Source: an optimization exercise on an open RTL-to-GDS flow (aim: small area and a short achievable clock period). Production flows keep margins and buffers that such runs may drop. Only simulation tests tie the RTL to the original design; equivalence was not proved.

==> flow/design.v (outline; a module is shown in full before it is edited, if it fits) <==
// module lrn_fa: 4 lines
// module lrn_ha: 4 lines
// module lrn_pgi: 4 lines
// module lrn_xor2: 3 lines
// module lrn_nor2: 3 lines
// module lrn_bsel: 3 lines
// module lrn_inc: 8 lines
// module lrn_step: 15 lines
// module mapper_lrn: 2045 lines
module mapper_lrn #(
    parameter N_WIDTH = 2,     
    parameter M_WIDTH = 10,     
    parameter E_WIDTH = 6,     
    parameter F_WIDTH = 6,     
    parameter V_WIDTH = 2,     
    parameter ADDR_BUS_WIDTH = 20,     
    parameter DATA_WIDTH     = 16,     
    parameter ROW_MAJOR      = 1      
)(
    input  logic                             core_clk,                
    input  logic                             reset,                   
    input  logic                             start_normalization,     
    input  logic [N_WIDTH- 1 : 0]            dim4,                    
    input  logic [M_WIDTH- 1 : 0]            dim3,                    
    input  logic [E_WIDTH- 1 : 0]            dim2,                    
    input  logic [F_WIDTH- 1 : 0]            dim1,                    
    input  logic [V_WIDTH- 1 : 0]            padding_num,             
    input  logic                             normalized_window,    
    input  logic                             full_flag,               
    input  logic                             div_out_valid,           
    output logic [ADDR_BUS_WIDTH - 1 : 0]    r_addr,                  
    output logic                             r_enable,                
    output logic [ADDR_BUS_WIDTH - 1 : 0]    w_addr,                  
    output logic                             w_enable,                
    output logic                             normalized_layer         
);
  // ...
==> flow/flow/run.sh <==
#!/bin/bash
set -euo pipefail
bash standard.sh BUFFER_PORTS_ARGS="-buffer_cell sky130_fd_sc_hd__buf_1" finish > standard.log 2>&1
==> flow/standard.sh <==
#!/bin/bash
# synth_recipe.tcl (not shown) runs the flow's synth.tcl, then flattens the netlist and writes it again
# the make line also repeats each setting of config.mk as NAME=value (left out here)
make -C /OpenROAD-flow-scripts/flow DESIGN_CONFIG=/design/flow/config.mk WORK_HOME=/design/flow/orfs CLKGATE_MAP_FILE= SYNTH_SCRIPT=/design/flow/synth_recipe.tcl "${@:-finish}"
==> flow/config.mk <==
export PLATFORM = sky130hd
export DESIGN_NAME = mapper_lrn
export DESIGN_NICKNAME = mapper_lrn
export VERILOG_FILES = /design/flow/design.v
export SDC_FILE = /design/flow/constraint.sdc
export NUM_CORES = 4
export LEC_CHECK = 0
export CAP_MARGIN = 20
export CORE_MARGIN = 2
export CORE_UTILIZATION = 50
export CTS_BUF_LIST = sky130_fd_sc_hd__clkbuf_8
export SETUP_SLACK_MARGIN = 3.5
export SLEW_MARGIN = 20
export SYNTH_HIERARCHICAL = 1
export SYNTH_MINIMUM_KEEP_SIZE = 0
==> flow/constraint.sdc <==
create_clock -name core_clock -period 20.0 [get_ports {core_clk}]
set_input_delay 4.0000 -clock core_clock [delete_from_list [all_inputs] [get_ports {core_clk}]]
set_output_delay 4.0000 -clock core_clock [all_outputs]
set_load 0.01 [all_outputs]
==> flow_summary.json, run 1 <==
{
  "dieWidth_microns": 205,
  "dominant_cells": "multi-input gates",
  "tns_ps": 0,
  "drtPass1Iterations": 5,
  "start_util_pct": 50.7,
  "yosysTopAreaCell": "fa_1",
  "dpl-instance-area_sq_um": 20500,
  "period_minus_slack_ps": 16200,
  "design.seq.count": 76,
  "ff2ff_setup_slack_ps": 12570,
  "cts.path.max_buffers": 2,
  "dieArea_sq_um": 42000,
  "synth_edf_count": 0,
  "status": "finished clean",
  "timing.final.crit_share_pct": 81.0,
  "hold_violations": 0,
  "largestRegisters": "normalized_pixels_count (22), idx3_r (10), idx3_w (10)",
  "skew_ps": 19.8,
  "drive_gt1_share_pct": 6.47,
  "setup_violations": 0,
  "regToRegStartpoint": "normalized_pixels_count[1]$_DFFE_PP0P_",
  "grt_use_total_pct": 24.7,
  "postSynthCellCount": 2182,
  "routed-via-count": 14600,
  "setup.worst_path.class": "input port to primary output",
  "synth_common_cells": "nand2_1, fa_1, nor2_1",
  "ys_seq_area_share_pct": 9.42,
  "ys_warn_count": 7,
  "drc": 0,
  "stdcell_area_sq_um": 21100,
  "wl_per_cell_microns": 18.2,
  "cp_slowest_cell": "fa_1",
  "wl_met1_microns": 21200
}
==> run 2: changes to the inputs <==
--- a/flow/config.mk
+++ b/flow/config.mk
@@ -7,8 +7,9 @@
 export LEC_CHECK = 0
 export CAP_MARGIN = 20
 export CORE_MARGIN = 2
-export CORE_UTILIZATION = 50
+export CORE_UTILIZATION = 40
 export CTS_BUF_LIST = sky130_fd_sc_hd__clkbuf_8
+export PLACE_DENSITY = 0.7
 export SETUP_SLACK_MARGIN = 3.5
 export SLEW_MARGIN = 20
 export SYNTH_HIERARCHICAL = 1
==> run 2 against run 1 <==
Synthesized area unchanged. Global-route usage shrank 5.8 points. Via count rose by 2.3%. Critical path depth is 1 lower. Register-to-register slack lost 110 ps. Cell area up 1.3%. Routed wire length shrank 1.6%. Die area grew 24%. Non-clock buffer count rose by 1.
==> flow_summary.json, run 2 <==
{
  "synth_fp_nets": 2761,
  "ys_warn_count": 7,
  "hold_path.class": "register to register",
  "reg2reg_depth": 18,
  "cp_slowest_cell": "fa_1",
  "gp_congestion": 0.870,
  "cts_htree_levels": 3,
  "min_from": "idx3_r[5]$_DFFE_PP0P_",
  "fmax_ghz": 0.0613,
  "grt_pass1_vias": 16200,
  "rsz0062_at_grt": "yes",
  "synth_cell_types": 64,
  "status": "finished clean",
  "path_common_cell": "fa_1",
  "skew_ps": 15.5,
  "drive_gt1_share_pct": 6.42,
  "cp.arrival_ps": 12310,
  "overflow": 0,
  "ys_seq_area_share_pct": 9.42,
  "top_register": "normalized_pixels_count",
  "path_clk_slew_ps": 80,
  "worst_slew_pin_slew_ps": 1100,
  "slowest_delay_ps": 540,
  "synth_common_cells": "nand2_1, fa_1, nor2_1",
  "timing.final.crit_share_pct": 81.5,
  "syn_area_per_cell_sq_um": 9.25,
  "port_buffers": 74,
  "cp_max_fo": 7,
  "area_growth_syn_to_layout_pct": 5.68,
  "insertion_delay_ps": 380,
  "dpl-instance-area_sq_um": 20700,
  "postSynthCellCount": 2182,
  "die_h_microns": 229,
  "tns_ps": 0,
  "ant_nets": 0,
  "syn_area_sq_um": 20200,
  "grt_max_degree": 77,
  "ff2ff_setup_slack_ps": 12460,
  "end_kind": "primary output",
  "cts_tree": "yes",
  "netlist_top_cells_area": "fa_1, nand2_1, dfrtp_1",
  "io_pins": 75,
  "hold_ws_ps": 489,
  "clockRootBuffer": "clkbuf_8",
  "async_reset_ff_share_pct": 100,
  "cts_made_buffers": 9,
  "holdPathEnd": "idx3_r[5]$_DFFE_PP0P_",
  "synth_top_flop_cell": "dfrtp_1",
  "fin_ws_ps": 3690,
  "cts.path.max_buffers": 2,
  "cts_hold_buf": 0,
  "grt_use_total_pct": 18.9,
  "largest_reg_flops": 22,
  "drtPass1Iterations": 6,
  "drc": 0,
  "synth_edf_count": 0,
  "dieWidth_microns": 229,
  "dp_hpwl_microns": 38700,
  "path_delay_family": "adder cells",
  "ys_seq_elements": 76,
  "regToRegStartpoint": "normalized_pixels_count[2]$_DFFE_PP0P_",
  "critPathBufInv": 4,
  "slew_viol_final": 0,
  "dp_slack_ps": 2200,
  "nNetsFinal": 2709,
  "cts.sink_count": 76,
  "slew_headroom_pct": 26.1,
  "final_cell_mix": "nand2_1, fa_1, nor2_1",
  "r2r_end": "normalized_pixels_count[14]$_DFFE_PP0P_",
  "synth_top_cell_area_share_pct": 48.9,
  "hold_violations": 0,
  "dieArea_sq_um": 52300,
  "setup.worst_path.class": "input port to primary output",
  "start_util_pct": 40.4,
  "critPathRequiredTime_ps": 16000,
  "core-area_sq_um": 50000,
  "routed-via-count": 14900,
  "wl_microns": 47600,
  "period_minus_slack_ps": 16310,
  "antenna_found_initial": 0,
  "layout_commonest_cell": "nand2_1",
  "vias_per_cell": 5.31,
  "drt_iter0_drc": 871,
  "wl_per_cell_microns": 17.0,
  "worst_setup_path_start_kind": "input port",
  "stdcell_area_sq_um": 21300,
  "rows": 82,
  "grt_first_pass_wirelength_microns": 80400,
  "utilization_pct": 42.7,
  "antenna_cells": 0,
  "setup_violations": 0,
  "largestRegisters": "normalized_pixels_count (22), idx3_r (10), idx3_w (10)",
  "yosysTopAreaCell": "fa_1",
  "cap_violations": 0,
  "yosysMostFrequentCell": "nand2_1",
  "hold_depth": 2
}
==> run 2: logic make-up (layout without fill, tap and decap cells) <==
family                     count (synthesis)  in the layout  share of synthesized area [%]
buffers and inverters                    248            201                           5.63
xor gates and xnor gates                 177            177                           7.68
and+or+nand+nor                          970            970                           19.3
other                                      4              4                         0.0743
muxes                                     14             14                          0.992
AOI/OAI and AO/OA                        146            146                           4.64
DFF                                       76             76                           9.42
adders and majority gates                547            547                           52.2
==> run 2: area by class of cell <==
cell class	instances	area (sq um)
fill	4814	28600
clock buffer	10	138
multi-input combinational	1858	17400
inverter	65	249
sequential	76	1900
tap	672	841
timing repair buffer	120	654
clock inverter	6	128
==> run 2: per-module statistics from Yosys (local to each module, per instance), a selection <==
module / area [sq um] / cells
mapper_lrn: 9140 / 1525
lrn_fa: 20.0 / 1
lrn_ha: 12.5 / 1
lrn_xor2: 8.76 / 1
lrn_nor2: 3.75 / 1
==> run 2: metal layers <==
layer	wire [microns]	GRT usage (%)	part of all wire [%]
met1	19900	24.2	42
met2	24300	33.4	51
met3	2170	2.82	4.5
met4	1210	4.80	2.5
met5	0	0	0
==> run 2: what timing repair did <==
| item | 4_1_cts | 5_1_grt |
|---|---|---|
| endpoints found under the setup margin | 11 | 10 |
| gates resized for setup | 19 | 38 |
| pin swaps | 2 | 3 |
| setup buffers | 4 | 9 |
==> run 2: worst max-delay path by stage <==
stage	cells after the start	slack, ps	start	end
5_1_grt	30	3320	padding_num[1]	w_addr[17]
3_3_place_gp	31	2470	dim2[2]	w_addr[17]
4_1_cts	31	3420	padding_num[1]	w_addr[17]
3_5_place_dp	31	2200	dim2[2]	w_addr[17]
6_report	30	3690	padding_num[1]	w_addr[17]
2_1_floorplan	29	3810	dim2[1]	w_addr[17]
==> run 2: metrics by stage <==
| stage | std cells |
|---|---|
| 2_1_floorplan | 2182 |
| 3_5_place_dp | 2778 |
| 6_report | 2807 |
| 5_1_grt | 2807 |
| 3_3_place_gp | 2777 |
| 4_1_cts | 2798 |
==> run 2: worst reg2reg max path, delay by kind of cell, from the launching register on <==
kind	cells	cell delay, ps
AND/OR/NAND/NOR	6	1760
adder cells (fa/ha/maj)	12	5190
flip-flops	1	460
==> run 3: changes to the inputs <==
--- a/flow/config.mk
+++ b/flow/config.mk
@@ -9,7 +9,6 @@
 export CORE_MARGIN = 2
 export CORE_UTILIZATION = 40
 export CTS_BUF_LIST = sky130_fd_sc_hd__clkbuf_8
-export PLACE_DENSITY = 0.7
 export SETUP_SLACK_MARGIN = 3.5
 export SLEW_MARGIN = 20
 export SYNTH_HIERARCHICAL = 1
==> run 3 against run 2 <==
Synthesized cell count unchanged. Count of clock-buffer cells in the layout is 1 lower. Synthesized area unchanged. Critical path type unchanged.
==> flow_summary.json, run 3 <==
{
  "status": "finished clean",
  "ant_nets": 0,
  "met1_usage_pct": 26.4,
  "dp_slack_ps": 2530,
  "io_pins": 75,
  "cp.arrival_ps": 12130,
  "ys_seq_area_share_pct": 9.42,
  "largestRegisters": "normalized_pixels_count (22), idx3_r (10), idx3_w (10)",
  "path_clk_slew_ps": 80,
  "cap_violations": 0,
  "worst_setup_path_start_kind": "input port",
  "end_kind": "primary output",
  "path_common_cell": "fa_1",
  "cp_slowest_cell": "fa_1",
  "cp_max_fo": 14,
  "slew_viol_final": 0,
  "synth_top_flop_cell": "dfrtp_1",
  "antenna_found_initial": 1,
  "antenna_cells": 0,
  "cts_tree": "yes",
  "cts_made_buffers": 9,
  "core-area_sq_um": 50000,
  "synth_cell_types": 64,
  "worst_slew_pin_slew_ps": 1100,
  "skew_ps": 12.5,
  "slew_headroom_pct": 26.2,
  "fin_ws_ps": 3870,
  "period_minus_slack_ps": 16130,
  "cts.path.max_buffers": 2,
  "final_cell_mix": "nand2_1, fa_1, nor2_1",
  "setup.worst_path.class": "input port to primary output",
  "drt_iter0_drc": 885,
  "drc": 0,
  "top_register": "normalized_pixels_count",
  "overflow": 0,
  "hold_violations": 0,
  "async_reset_ff_share_pct": 100,
  "rows": 82,
  "port_buffers": 74,
  "grt_use_total_pct": 19.8,
  "drtPass1Iterations": 5,
  "regToRegStartpoint": "normalized_pixels_count[2]$_DFFE_PP0P_",
  "hold_path.class": "register to register",
  "die_h_microns": 229,
  "drive_gt1_share_pct": 6.29,
  "gr-max-usage-layer": "met2",
  "crit_path_start": "dim2[1]",
  "setup_violations": 0,
  "ys_warn_count": 7,
  "gp_congestion": 0.870,
  "ys_seq_elements": 76,
  "rsz0062_at_grt": "yes",
  "synth_common_cells": "nand2_1, fa_1, nor2_1",
  "synth_fp_nets": 2761,
  "clockRootBuffer": "clkbuf_8",
  "dieWidth_microns": 229,
  "grtUsageMet2_pct": 34.8,
  "dieArea_sq_um": 52300,
  "wl_per_cell_microns": 17.4,
  "syn_area_sq_um": 20200,
  "yosysMostFrequentCell": "nand2_1",
  "synth_top_cell_area_share_pct": 48.9,
  "nNetsFinal": 2705,
  "fin_cells": 2803,
  "netlist_top_cells_area": "fa_1, nand2_1, dfrtp_1",
  "timing.final.crit_share_pct": 80.7,
  "critPathRequiredTime_ps": 16000,
  "postSynthCellCount": 2182,
  "dp_hpwl_microns": 39800,
  "largest_reg_flops": 22,
  "yosysTopAreaCell": "fa_1",
  "cts_htree_levels": 3,
  "syn_area_per_cell_sq_um": 9.25,
  "tns_ps": 0,
  "cts.sink_count": 76,
  "fmax_ghz": 0.0620,
  "start_util_pct": 40.4,
  "area_growth_syn_to_layout_pct": 5.03,
  "wl_microns": 48800,
  "grt_pass1_vias": 16000,
  "insertion_delay_ps": 390,
  "hold_ws_ps": 486,
  "synth_edf_count": 0,
  "slowest_delay_ps": 510,
  "vias_per_cell": 5.25,
  "routed-via-count": 14700,
  "grt_first_pass_wirelength_microns": 83000,
  "globalRouteMet3Util_pct": 2.62,
  "place_inst": 2781,
  "min_from": "idx3_r[1]$_DFFE_PP0P_",
  "layout_commonest_cell": "nand2_1",
  "grt_max_degree": 77
}
run 3: cell counts after synthesis:
Identical to the previous run, type by type.
run 3: through the flow:
step                area, sq um  utilization (%)
floorplan                 20200                -
finish                    21200             42.4
global placement          20700             41.5
detailed placement        20700             41.5
global route              21200             42.4
CTS                       21000             42.0
run 3: layout make-up:
class | count | area (sq um)
Clock buffer | 9 | 124
Inverter | 65 | 254
Multi-Input combinational cell | 1858 | 17400
Tap cell | 672 | 841
Timing Repair Buffer | 116 | 668
Clock inverter | 7 | 57.6
Sequential cell | 76 | 1900
Fill cell | 4917 | 28800
run 3: cells by family after synthesis:
kind of cell / count (synthesis) / share of synthesized area (%)
XOR/XNOR: 177 / 7.68
AO/OA/AOI/OAI: 146 / 4.64
buffers and inverters: 248 / 5.63
multiplexers: 14 / 0.992
adder cells (fa/ha/maj): 547 / 52.2
other: 4 / 0.0743
AND/OR/NAND/NOR: 970 / 19.3
flip-flops: 76 / 9.42
run 3: worst paths after layout:
check                                                               end  slack (ps)  cells after the start
worst max-delay path                                         w_addr[17]        3870                     28
worst min-delay path                              idx3_r[1]$_DFFE_PP0P_         490                      2
worst max register to register  normalized_pixels_count[21]$_DFFE_PP0P_       12570                     18
worst min register to register                    idx3_r[1]$_DFFE_PP0P_         490                      2
max in group asynchronous                         idx4_r[1]$_DFFE_PP0N_       15690                      3
min in group asynchronous                         idx3_r[8]$_DFFE_PP0P_        3780                      3
run 3: worst max-delay path, delay by kind of cell:
| family | cells | cell delay (ps) |
|---|---|---|
| adders and majority gates | 15 | 6240 |
| AOI/OAI and AO/OA | 2 | 300 |
| buffers and inverters | 3 | 490 |
| and+or+nand+nor | 6 | 660 |
| xor gates and xnor gates | 2 | 410 |
run 3: timing repair:
| action | in CTS | in global routing |
|---|---|---|
| endpoints found under the hold margin | 0 | 0 |
| pin swaps | 2 | 2 |
| hold buffers | 0 | 0 |
| endpoints found under the setup margin | 9 | 8 |
| resized for setup | 15 | 52 |
| setup buffers | 2 | 4 |
run 3: per-module statistics from Yosys (local to each module, per instance), excerpt:
module      cells inside  flops+latches  copies in the design  area [sq um]
lrn_nor2               1              0                    65          3.75
lrn_xor2               1              0                    67          8.76
mapper_lrn          1525             76                     1          9140
lrn_ha                 1              0                    24          12.5
lrn_fa                 1              0                   493          20.0
run 3: routing by layer:
layer	vias up	wire, microns
met2	285	25300
met5	-	12
met3	52	1990
met4	2	775
met1	7801	20700
li1	6567	-
==> run 4: changes to the inputs <==
--- a/flow/config.mk
+++ b/flow/config.mk
@@ -9,7 +9,7 @@
 export CORE_MARGIN = 2
 export CORE_UTILIZATION = 40
 export CTS_BUF_LIST = sky130_fd_sc_hd__clkbuf_8
-export SETUP_SLACK_MARGIN = 3.5
+export SETUP_SLACK_MARGIN = 3.75
 export SLEW_MARGIN = 20
 export SYNTH_HIERARCHICAL = 1
 export SYNTH_MINIMUM_KEEP_SIZE = 0
==> run 4 against run 3 <==
Still clean. Register-to-register slack barely moved. Maximum frequency rose by 1.4%. Worst hold slack barely moved. Synthesized area did not move. Setup slack improved by 230 ps. Sequential cell count did not move. Count of clock-buffer cells in the layout did not move. Critical path depth rose by 3. Highest routed layer unchanged.
==> flow_summary.json, run 4 <==
{
  "antenna_cells": 0,
  "async_reset_ff_share_pct": 100,
  "top_register": "normalized_pixels_count",
  "layout_commonest_cell": "nand2_1",
  "ant_nets": 0,
  "overflow": 0,
  "skew_ps": 12.8,
  "dieWidth_microns": 229,
  "area_growth_syn_to_layout_pct": 7.16,
  "period_minus_slack_ps": 15900,
  "rsz0062_at_grt": "yes",
  "dieArea_sq_um": 52300,
  "nNetsFinal": 2732,
  "status": "finished clean",
  "place_inst": 2781,
  "fillers": 4864,
  "antenna_found_initial": 1,
  "final_cell_mix": "nand2_1, fa_1, nor2_1",
  "insertion_delay_ps": 390,
  "yosysMostFrequentCell": "nand2_1",
  "syn_area_sq_um": 20200,
  "cts.sink_count": 76,
  "fin_cells": 2830,
  "worst_slew_pin_slew_ps": 1100,
  "ys_seq_area_share_pct": 9.42,
  "synthAdderAreaFrac_pct": 52.2,
  "io_pins": 75,
  "tns_ps": 0,
  "fmax_ghz": 0.0629,
  "dp_hpwl_microns": 39800,
  "synth_top_family_by_area": "adder cells",
  "synth_cell_types": 64,
  "synth_xor_area_share_pct": 7.68,
  "synth_common_cells": "nand2_1, fa_1, nor2_1",
  "drtPass1Iterations": 5,
  "drive_gt1_share_pct": 9.41,
  "grt_first_pass_wirelength_microns": 83200,
  "port_buffers": 74,
  "yosysTopAreaCell": "fa_1",
  "die_h_microns": 229,
  "clockRootBuffer": "clkbuf_8",
  "grt_use_total_pct": 19.8,
  "gp_congestion": 0.870,
  "end_kind": "primary output",
  "cts_htree_levels": 3,
  "synth_top_flop_cell": "dfrtp_1",
  "largestRegisters": "normalized_pixels_count (22), idx3_r (10), idx3_w (10)",
  "setup.worst_path.class": "input port to primary output",
  "rows": 82,
  "slowest_delay_ps": 550,
  "vias_per_cell": 5.27,
  "grt_max_degree": 77,
  "wl_microns": 49400,
  "synth_top_cell_area_share_pct": 48.9,
  "slew_viol_final": 0,
  "postSynthCellCount": 2182,
  "grt_pass1_vias": 16000,
  "largest_reg_flops": 22,
  "syn_area_per_cell_sq_um": 9.25,
  "cp_slowest_cell": "fa_1",
  "drc": 0,
  "slew_headroom_pct": 26.5,
  "critPathRequiredTime_ps": 16000,
  "wl_per_cell_microns": 17.5,
  "cts_tree": "yes",
  "synth_edf_count": 0,
  "synth_fp_nets": 2761,
  "cts_made_buffers": 9,
  "drt_iter0_drc": 874,
  "ys_warn_count": 7,
  "worst_setup_path_start_kind": "input port",
  "core-area_sq_um": 50000,
  "cp.arrival_ps": 11900,
  "cap_violations": 0,
  "path_clk_slew_ps": 90,
  "setup_violations": 0,
  "synth-simple-area-share_pct": 19.3,
  "cp_max_fo": 7,
  "cts.path.max_buffers": 2,
  "start_util_pct": 40.4,
  "synthMuxAreaShare_pct": 0.992,
  "netlist_top_cells_area": "fa_1, nand2_1, dfrtp_1",
  "timing.final.crit_share_pct": 79.5,
  "hold_path.class": "register to register",
  "ys_seq_elements": 76,
  "hold_violations": 0,
  "routed-via-count": 14900,
  "synth_compound_area_share_pct": 4.64
}
[run 4: final timing paths]
path | end | slack [ps] | startpoint | depth (start not counted)
worst min register to register | idx3_r[1]$_DFFE_PP0P_ | 490 | idx3_r[1]$_DFFE_PP0P_ | 2
worst min-delay path | idx3_r[1]$_DFFE_PP0P_ | 490 | idx3_r[1]$_DFFE_PP0P_ | 2
worst max register to register | normalized_pixels_count[21]$_DFFE_PP0P_ | 12570 | normalized_pixels_count[2]$_DFFE_PP0P_ | 18
min in group asynchronous | idx3_r[4]$_DFFE_PP0P_ | 3790 | reset | 3
worst max-delay path | w_addr[17] | 4100 | padding_num[1] | 31
max in group asynchronous | idx2_r[1]$_DFFE_PP0P_ | 15710 | reset | 3
[run 4: repair_timing]
item / CTS / global route
resized for setup: 47 / 86
hold buffers: 0 / 0
buffers inserted: 8 / 24
endpoints found under the setup margin: 12 / 7
pin swaps: 2 / 36
cloned: 0 / 1
[run 4: worst max-delay path: cells and delay by family]
family	cells	cell delay, ps
AO/OA/AOI/OAI	3	390
XOR/XNOR	3	510
adder cells (fa/ha/maj)	14	5690
buffers and inverters	4	530
AND/OR/NAND/NOR	7	780
[run 4: final cells by class]
cell class / count / area (sq um) / area share [%]
multi-input cells: 1858 / 17600 / 81.2
flip-flops and latches: 76 / 1900 / 8.79
repair buffers: 143 / 888 / 4.11
well taps: 672 / 841 / 3.89
inverters: 65 / 263 / 1.21
clock buffers: 9 / 124 / 0.573
clock inverters: 7 / 57.6 / 0.266
[run 4: layer usage]
metal  wire length, microns  GRT usage, %  vias to the layer above
met3                   2280          2.67                       58
met1                  20800          26.4                     7920
met2                  25500          34.9                      328
met5                     12             0                        -
met4                    817          3.51                        2
li1                       -             -                     6619
[run 4: modules after synthesis (local to each module, per instance), a selection]
| module | area [sq um] | cells |
|---|---|---|
| lrn_nor2 | 3.75 | 1 |
| lrn_xor2 | 8.76 | 1 |
| mapper_lrn | 9140 | 1525 |
| lrn_fa | 20.0 | 1 |
| lrn_ha | 12.5 | 1 |
[run 4: kinds of logic after synthesis]
kind of cell    count (synthesis)
xor+xnor                      177
fa+ha+maj                     547
flops                          76
other cells                     4
mux                            14
compound gates                146
simple gates                  970
buf+inv                       248
[run 4: through the flow]
step	worst slack, ps	instance area (sq um)	hold WS (ps)	utilization [%]
floorplan	3810	20200	450	-
CTS	3760	21100	492	42.3
global placement	2750	20700	464	41.5
global route	3720	21600	520	43.3
finish	4100	21600	486	43.3
detailed placement	2530	20700	470	41.5

## static timing again, ports no longer ideal
The flow's constraints put no driver on any port. The routed layouts listed below were extracted and timed again, unchanged, in two steps.
Step 1 (the two cells are an assumption about what drives the block):
set clk [get_ports {core_clk}]
set_driving_cell -lib_cell sky130_fd_sc_hd__clkbuf_16 $clk
set_driving_cell -lib_cell sky130_fd_sc_hd__buf_2 [delete_from_list [all_inputs] $clk]
Step 2 also shifts input and output timing later by t, the mid clock arrival at the registers, as if the neighbouring blocks saw the same clock.
Slacks: no drivers / after step 1 / after step 2; pairs: no drivers / after step 1.
run	shift t [ns]	setup WS [ns]	hold WS [ns]	worst data-port slew with drivers (ns)	cell pins on the clock port's net
run 1	0.421	3.801 / 3.777 / 3.777	0.482 / 0.482 / 0.482	0.11	1
run 2	0.413	3.692 / 3.651 / 3.651	0.489 / 0.489 / 0.489	0.08	1
run 3	0.427	3.867 / 3.826 / 3.826	0.486 / 0.486 / 0.486	0.09	1
run 4	0.429	4.095 / 4.029 / 4.029	0.486 / 0.486 / 0.486	0.10	1
After both steps every run listed still meets setup and hold. For run 4, which loses most, drivers alone change the setup slack by -0.066 ns; drivers and shift together by -0.066 ns.
